From an optimization exercise on the open Yosys and OpenROAD flow, aimed at small area; shortcuts taken in it are not production practice.
Only simulation tests tie the RTL to the original design; equivalence was not proved.
No activity file was given, so power comes from the tool's default toggle rates.

==> inputs of 11-16 <==
Design vga_status_overlay, start of the top module:
module vga_status_overlay #(
    parameter signed [15:0] TEMP_Q15_COLD = 16'sd4096,
    parameter signed [15:0] TEMP_Q15_HOT  = 16'sd16384
)(
    input  wire        pix_clk,
    input  wire        rst,
    input  wire [9:0]  hcount,
    input  wire [9:0]  vcount,
    input  wire        active_video,
    input  wire        frame_tick,
    input  wire [11:0] rgb_bg,
    input  wire  signed [15:0] sample_q15,
    input  wire  signed [15:0] duty_q15,
    input  wire         fan_temp_on,
    input  wire         fan_manual_on,
    input  wire         fan_pir_on,
    input  wire         fan_on,
    input  wire [7:0]   uart_tx_byte,
    input  wire         uart_tx_vld,
    input  wire         byte_accepted,
    input  wire  signed [15:0] theta_q15,
    input  wire         pir_active,
    input  wire         pir_rise,
    input  wire  signed [15:0] enc_pos,
    input  wire                enc_step_pulse,
    input  wire                enc_dir,
    input  wire        sw_temp_en,
    input  wire        sw_manual_en,
    input  wire        sw_pir_en,
    output reg  [11:0] rgb_out
);
export LEC_CHECK = 0
export ABC_AREA = 1
export CAP_MARGIN = 20
export CORE_MARGIN = 2
export CORE_UTILIZATION = 40
export GPL_TIMING_DRIVEN = 0
export SLEW_MARGIN = 20
create_clock -name core_clock -period 20.0 [get_ports {pix_clk}]
standard.sh (not shown) runs the stock make flow with config.mk's settings and CLKGATE_MAP_FILE= SYNTH_SCRIPT=/design/flow/synth_recipe.tcl, a recipe that flattens the netlist after the stock synthesis.
==> flow/flow/run.sh <==
#!/bin/bash
# Layout flow: the standard ORFS flow (standard.sh) with these changes:
#  - synthesis: no adder/half-adder cell extraction (ADDER_MAP_FILE empty),
#    and an area-oriented ABC mapping script (five rounds of
#    dc2; &dch -f; &nf -a). The rest of synthesis is the standard script
#    (synth_recipe.tcl), so the registers and their names are those of the
#    standard synthesis;
#  - plain buf_1 cells as port buffers (every input and output port still
#    gets its own buffer; repair_design resizes them where needed);
#  - clock tree synthesis with clkbuf_8 cells, small clusters and no dummy
#    loads.
# Each tool's full output goes to a log file in this folder (ORFS also keeps
# its per-step logs under orfs/logs).
set -euo pipefail
here=$(pwd)
rm -rf "$here/scripts_area"
cp -r "$FLOW_HOME/scripts" "$here/scripts_area"
round='strash\ndc2\n&get -n\n&st\n&dch -f\n&nf -R 1000 -a\n&put\n'
printf "${round}${round}${round}${round}${round}topo\nstime -c\n" > "$here/scripts_area/abc_area.script"
cp "$here/scripts_area/abc_area.script" "$here/scripts_area/abc_speed.script"
SCRIPTS_DIR="$here/scripts_area" ADDER_MAP_FILE= bash standard.sh synth > flow_synth.log 2>&1
export BUFFER_PORTS_ARGS="-buffer_cell sky130_fd_sc_hd__buf_1"
export CTS_ARGS="-sink_clustering_enable -repair_clock_nets -dont_use_dummy_load -buf_list sky130_fd_sc_hd__clkbuf_8 -sink_clustering_size 16 -sink_clustering_max_diameter 60"
bash standard.sh > flow_layout.log 2>&1
==> 09-18: changes against 11-16 <==
--- a/flow/flow/run.sh
+++ b/flow/flow/run.sh
@@ -3,5 +3,5 @@
 #  - synthesis: no adder/half-adder cell extraction (ADDER_MAP_FILE empty),
 #    and an area-oriented ABC mapping script (five rounds of
-#    dc2; &dch -f; &nf -a). The rest of synthesis is the standard script
+#    dc2; &dch -f; &nf -a -R 3000 -F 12 -A 12). The rest of synthesis is the standard script
 #    (synth_recipe.tcl), so the registers and their names are those of the
 #    standard synthesis;
@@ -16,5 +16,5 @@
 rm -rf "$here/scripts_area"
 cp -r "$FLOW_HOME/scripts" "$here/scripts_area"
-round='strash\ndc2\n&get -n\n&st\n&dch -f\n&nf -R 1000 -a\n&put\n'
+round='strash\ndc2\n&get -n\n&st\n&dch -f\n&nf -R 3000 -a -F 12 -A 12\n&put\n'
 printf "${round}${round}${round}${round}${round}topo\nstime -c\n" > "$here/scripts_area/abc_area.script"
 cp "$here/scripts_area/abc_area.script" "$here/scripts_area/abc_speed.script"
- CORE_UTILIZATION: 40 -> 55
- GPL_TIMING_DRIVEN: 0 -> unset
==> qor summary <==
metric                                                                             11-16                    09-18
Run status                                                       complete, no violations  complete, no violations
Vias                                                                               13.1k                    13.2k
Critical Path Source                                                           hcount[5]                hcount[3]
Source of the worst hold timing path                                           txb_s0[7]                txb_s0[0]
Die extent in y                                                                   184 um                   157 um
Mux share of post-synthesis cell area                                              1.08%                    1.10%
Max incr delay on CP                                                             0.81 ns                  0.72 ns
Design internal power                                                             722 uW                   720 uW
Area of all placed cells without fillers                                      14300 um^2               14200 um^2
Non-clock buffer count                                                               131                      144
Crit. path cell count                                                                 46                       47
Share of the synthesized area in compound gates (AO/OA/AOI/OAI)                    25.4%                    26.6%
Power share of the combinational group                                             24.4%                    24.3%
Worst-case reg-to-reg path depth                                                      29                       30
Smallest setup slack after layout                                                1.10 ns                  2.16 ns
Clock latency on the worst-skew pair                                             0.56 ns                  0.58 ns

---

==> inputs of run P <==
vga_status_overlay, a different RTL version from the one above (not shown whole).
export LEC_CHECK = 0
export ABC_AREA = 1
export CAP_MARGIN = 20
export CORE_MARGIN = 2
export CORE_UTILIZATION = 55
export SLEW_MARGIN = 20
create_clock -name core_clock -period 20.0 [get_ports {pix_clk}]
==> flow/flow/run.sh <==
#!/bin/bash
# Layout flow: the standard ORFS flow (standard.sh) with these changes:
#  - synthesis: no adder/half-adder cell extraction (ADDER_MAP_FILE empty),
#    and an area-oriented ABC mapping script (five rounds of
#    dc2; &dch -f; &nf -a -R 3000 -F 12 -A 12). The rest of synthesis is the standard script
#    (synth_recipe.tcl), so the registers and their names are those of the
#    standard synthesis;
#  - plain buf_1 cells as port buffers (every input and output port still
#    gets its own buffer; repair_design resizes them where needed);
#  - clock tree synthesis with clkbuf_8 cells, small clusters and no dummy
#    loads.
# Each tool's full output goes to a log file in this folder (ORFS also keeps
# its per-step logs under orfs/logs).
set -euo pipefail
here=$(pwd)
rm -rf "$here/scripts_area"
cp -r "$FLOW_HOME/scripts" "$here/scripts_area"
round='strash\ndc2\n&get -n\n&st\n&dch -f\n&nf -R 3000 -a -F 12 -A 12\n&put\n'
printf "${round}${round}${round}${round}${round}topo\nstime -c\n" > "$here/scripts_area/abc_area.script"
cp "$here/scripts_area/abc_area.script" "$here/scripts_area/abc_speed.script"
SCRIPTS_DIR="$here/scripts_area" ADDER_MAP_FILE= bash standard.sh synth > flow_synth.log 2>&1
export BUFFER_PORTS_ARGS="-buffer_cell sky130_fd_sc_hd__buf_1"
export CTS_ARGS="-sink_clustering_enable -repair_clock_nets -dont_use_dummy_load -buf_list sky130_fd_sc_hd__clkbuf_8 -sink_clustering_size 20 -sink_clustering_max_diameter 60"
bash standard.sh > flow_layout.log 2>&1
==> run Y: changes against run P <==
--- a/flow/design.v
+++ b/flow/design.v
@@ -607,97 +607,103 @@
                 {5'd10, 3'd6}: font8 = 8'b01000010;  
                 {5'd11, 3'd1}: font8 = 8'b01000010;  
                 {5'd11, 3'd2}: font8 = 8'b01100010;  
                 {5'd11, 3'd3}: font8 = 8'b01010010;  
                 {5'd11, 3'd4}: font8 = 8'b01001010;  
                 {5'd11, 3'd5}: font8 = 8'b01000110;  
                 {5'd11, 3'd6}: font8 = 8'b01000010;  
-                {5'd12, 3'd1}: font8 = 8'b01111100;  
+                {5'd12, 3'd1}: font8 = 8'b00111100;  
                 {5'd12, 3'd2}: font8 = 8'b01000010;  
-                {5'd12, 3'd3}: font8 = 8'b01111100;  
-                {5'd12, 3'd4}: font8 = 8'b01000000;  
-                {5'd12, 3'd5}: font8 = 8'b01000000;  
-                {5'd12, 3'd6}: font8 = 8'b01000000;  
+                {5'd12, 3'd3}: font8 = 8'b01000010;  
+                {5'd12, 3'd4}: font8 = 8'b01000010;  
+                {5'd12, 3'd5}: font8 = 8'b01000010;  
+                {5'd12, 3'd6}: font8 = 8'b00111100;  
                 {5'd13, 3'd1}: font8 = 8'b01111100;  
                 {5'd13, 3'd2}: font8 = 8'b01000010;  
                 {5'd13, 3'd3}: font8 = 8'b01111100;  
-                {5'd13, 3'd4}: font8 = 8'b01001000;  
-                {5'd13, 3'd5}: font8 = 8'b01000100;  
-                {5'd13, 3'd6}: font8 = 8'b01000010;  
-                {5'd14, 3'd1}: font8 = 8'b00111110;  
-                {5'd14, 3'd2}: font8 = 8'b01000000;  
-                {5'd14, 3'd3}: font8 = 8'b00111100;  
-                {5'd14, 3'd4}: font8 = 8'b00000010;  
-                {5'd14, 3'd5}: font8 = 8'b00000010;  
-                {5'd14, 3'd6}: font8 = 8'b01111100;  
-                {5'd15, 3'd1}: font8 = 8'b01111110;  
-                {5'd15, 3'd2}: font8 = 8'b00011000;  
-                {5'd15, 3'd3}: font8 = 8'b00011000;  
-                {5'd15, 3'd4}: font8 = 8'b00011000;  
-                {5'd15, 3'd5}: font8 = 8'b00011000;  
-                {5'd15, 3'd6}: font8 = 8'b00011000;  
-                {5'd16, 3'd1}: font8 = 8'b01000010;  
-                {5'd16, 3'd2}: font8 = 8'b01000010;  
-                {5'd16, 3'd3}: font8 = 8'b01000010;  
-                {5'd16, 3'd4}: font8 = 8'b00100100;  
-                {5'd16, 3'd5}: font8 = 8'b00100100;  
+                {5'd13, 3'd4}: font8 = 8'b01000000;  
+                {5'd13, 3'd5}: font8 = 8'b01000000;  
+                {5'd13, 3'd6}: font8 = 8'b01000000;  
+                {5'd14, 3'd1}: font8 = 8'b01111100;  
+                {5'd14, 3'd2}: font8 = 8'b01000010;  
+                {5'd14, 3'd3}: font8 = 8'b01111100;  
+                {5'd14, 3'd4}: font8 = 8'b01001000;  
+                {5'd14, 3'd5}: font8 = 8'b01000100;  
+                {5'd14, 3'd6}: font8 = 8'b01000010;  
+                {5'd15, 3'd1}: font8 = 8'b00111110;  
+                {5'd15, 3'd2}: font8 = 8'b01000000;  
+                {5'd15, 3'd3}: font8 = 8'b00111100;  
+                {5'd15, 3'd4}: font8 = 8'b00000010;  
+                {5'd15, 3'd5}: font8 = 8'b00000010;  
+                {5'd15, 3'd6}: font8 = 8'b01111100;  
+                {5'd16, 3'd1}: font8 = 8'b01111110;  
+                {5'd16, 3'd2}: font8 = 8'b00011000;  
+                {5'd16, 3'd3}: font8 = 8'b00011000;  
+                {5'd16, 3'd4}: font8 = 8'b00011000;  
+                {5'd16, 3'd5}: font8 = 8'b00011000;  
                 {5'd16, 3'd6}: font8 = 8'b00011000;  
                 {5'd17, 3'd1}: font8 = 8'b01000010;  
-                {5'd17, 3'd2}: font8 = 8'b00100100;  
-                {5'd17, 3'd3}: font8 = 8'b00011000;  
-                {5'd17, 3'd4}: font8 = 8'b00011000;  
-                {5'd17, 3'd5}: font8 = 8'b00011000;  
+                {5'd17, 3'd2}: font8 = 8'b01000010;  
+                {5'd17, 3'd3}: font8 = 8'b01000010;  
+                {5'd17, 3'd4}: font8 = 8'b00100100;  
+                {5'd17, 3'd5}: font8 = 8'b00100100;  
                 {5'd17, 3'd6}: font8 = 8'b00011000;  
+                {5'd18, 3'd1}: font8 = 8'b01000010;  
+                {5'd18, 3'd2}: font8 = 8'b00100100;  
+                {5'd18, 3'd3}: font8 = 8'b00011000;  
+                {5'd18, 3'd4}: font8 = 8'b00011000;  
+                {5'd18, 3'd5}: font8 = 8'b00011000;  
+                {5'd18, 3'd6}: font8 = 8'b00011000;  
                 default: font8 = 8'd0;
             endcase
         end
     endfunction
     function [4:0] leg_char;
         input [7:0] q;
         case (q)
-            8'd87: leg_char = 5'd15;
-            8'd88: leg_char = 5'd15;
-            8'd89: leg_char = 5'd1;
-            8'd90: leg_char = 5'd1;
+            8'd87: leg_char = 5'd16;
+            8'd88: leg_char = 5'd16;
+            8'd89: leg_char = 5'd12;
+            8'd90: leg_char = 5'd12;
             8'd91: leg_char = 5'd8;
             8'd92: leg_char = 5'd8;
-            8'd107: leg_char = 5'd15;
-            8'd108: leg_char = 5'd15;
+            8'd107: leg_char = 5'd16;
+            8'd108: leg_char = 5'd16;
             8'd109: leg_char = 5'd10;
             8'd110: leg_char = 5'd10;
-            8'd111: leg_char = 5'd12;
-            8'd112: leg_char = 5'd12;
-            8'd127: leg_char = 5'd14;
-            8'd128: leg_char = 5'd14;
-            8'd129: leg_char = 5'd13;
-            8'd130: leg_char = 5'd13;
-            8'd131: leg_char = 5'd16;
-            8'd132: leg_char = 5'd16;
-            8'd147: leg_char = 5'd14;
-            8'd148: leg_char = 5'd14;
-            8'd149: leg_char = 5'd17;
-            8'd150: leg_char = 5'd17;
-            8'd151: leg_char = 5'd14;
-            8'd152: leg_char = 5'd14;
+            8'd111: leg_char = 5'd13;
+            8'd112: leg_char = 5'd13;
+            8'd127: leg_char = 5'd15;
+            8'd128: leg_char = 5'd15;
+            8'd129: leg_char = 5'd14;
+            8'd130: leg_char = 5'd14;
+            8'd131: leg_char = 5'd17;
+            8'd132: leg_char = 5'd17;
+            8'd147: leg_char = 5'd15;
+            8'd148: leg_char = 5'd15;
+            8'd149: leg_char = 5'd18;
+            8'd150: leg_char = 5'd18;
+            8'd151: leg_char = 5'd15;
+            8'd152: leg_char = 5'd15;
             default: leg_char = 5'd0;
         endcase
     endfunction
     function [4:0] fan_char;
         input [6:0] q;
         case (q)
             7'd41: fan_char = 5'd10;
             7'd42: fan_char = 5'd6;
             7'd43: fan_char = 5'd11;
-            7'd51: fan_char = 5'd15;
+            7'd51: fan_char = 5'd16;
             7'd52: fan_char = 5'd7;
             7'd53: fan_char = 5'd10;
-            7'd54: fan_char = 5'd12;
-            7'd61: fan_char = 5'd12;
+            7'd54: fan_char = 5'd13;
+            7'd61: fan_char = 5'd13;
             7'd62: fan_char = 5'd9;
-            7'd63: fan_char = 5'd13;
+            7'd63: fan_char = 5'd14;
             7'd71: fan_char = 5'd8;
             7'd72: fan_char = 5'd6;
             7'd73: fan_char = 5'd11;
             default: fan_char = 5'd0;
         endcase
     endfunction
     function [4:0] t60_char;
--- a/flow/flow/run.sh
+++ b/flow/flow/run.sh
@@ -16,9 +16,9 @@
 rm -rf "$here/scripts_area"
 cp -r "$FLOW_HOME/scripts" "$here/scripts_area"
 round='strash\ndc2\n&get -n\n&st\n&dch -f\n&nf -R 3000 -a -F 12 -A 12\n&put\n'
 printf "${round}${round}${round}${round}${round}topo\nstime -c\n" > "$here/scripts_area/abc_area.script"
 cp "$here/scripts_area/abc_area.script" "$here/scripts_area/abc_speed.script"
 SCRIPTS_DIR="$here/scripts_area" ADDER_MAP_FILE= bash standard.sh synth > flow_synth.log 2>&1
 export BUFFER_PORTS_ARGS="-buffer_cell sky130_fd_sc_hd__buf_1"
-export CTS_ARGS="-sink_clustering_enable -repair_clock_nets -dont_use_dummy_load -buf_list sky130_fd_sc_hd__clkbuf_8 -sink_clustering_size 20 -sink_clustering_max_diameter 60"
+export CTS_ARGS="-sink_clustering_enable -repair_clock_nets -dont_use_dummy_load -buf_list sky130_fd_sc_hd__clkbuf_8 -sink_clustering_size 16 -sink_clustering_max_diameter 60"
 bash standard.sh > flow_layout.log 2>&1
Settings changed: CORE_UTILIZATION 55 to 40.
==> qor.csv <==
metric,value,unit
multi_input_area_share,53.9,%
met3_usage,4.40,%
drt-vias-per-instance,6.03,
synth_compound_area_share,25.1,%
fmax,55.3,MHz
powerDensity,71.8,nW/um2
syn-instance-count,1672,
status,timing/DRC/antenna clean,
The numbers above come from run P.

==> qor.csv <==
metric,value,unit
status,timing/DRC/antenna clean,
multi_input_area_share,53.5,%
drt-vias-per-instance,5.79,
fmax,56.4,MHz
powerDensity,74.4,nW/um2
syn-instance-count,1690,
The numbers above come from run Y.

==> re-timing with driven ports <==
The results above use ideal ports. As a check the final layouts listed here were re-extracted and re-timed, cells and wires unchanged.
Step 1: set_driving_cell puts a clkbuf_16 on pix_clk and a buf_2 on each other input, an assumption about the parent block.
Step 2, shift: input delay + t, output delay - t, t = (earliest + latest rising clock arrival at the registers) / 2. This alone moves slack from input paths to output paths.
Slacks: ideal ports / drivers / drivers and shift; pairs: ideal ports / drivers.
run	shift t [ns]	setup slack, ns	worst hold slack (ns)	worst setup path at the end	slew at the worst register clock pin (ns)
11-16	0.603	1.103 / 1.067 / 1.067	0.326 / 0.326 / 0.326	input to output	0.10 / 0.10
09-18	0.578	2.160 / 2.134 / 2.134	0.310 / 0.310 / 0.310	input to output	0.10 / 0.10
run P	0.568	1.912 / 1.843 / 1.843	0.316 / 0.316 / 0.316	input to output	0.11 / 0.11
run Y	0.615	2.284 / 2.260 / 2.260	0.313 / 0.313 / 0.313	input to output	0.10 / 0.10
After both steps setup and hold are still met in every run listed. The setup slack of run P, which loses most, moves by -0.069 ns with the drivers and by -0.069 ns with both steps.
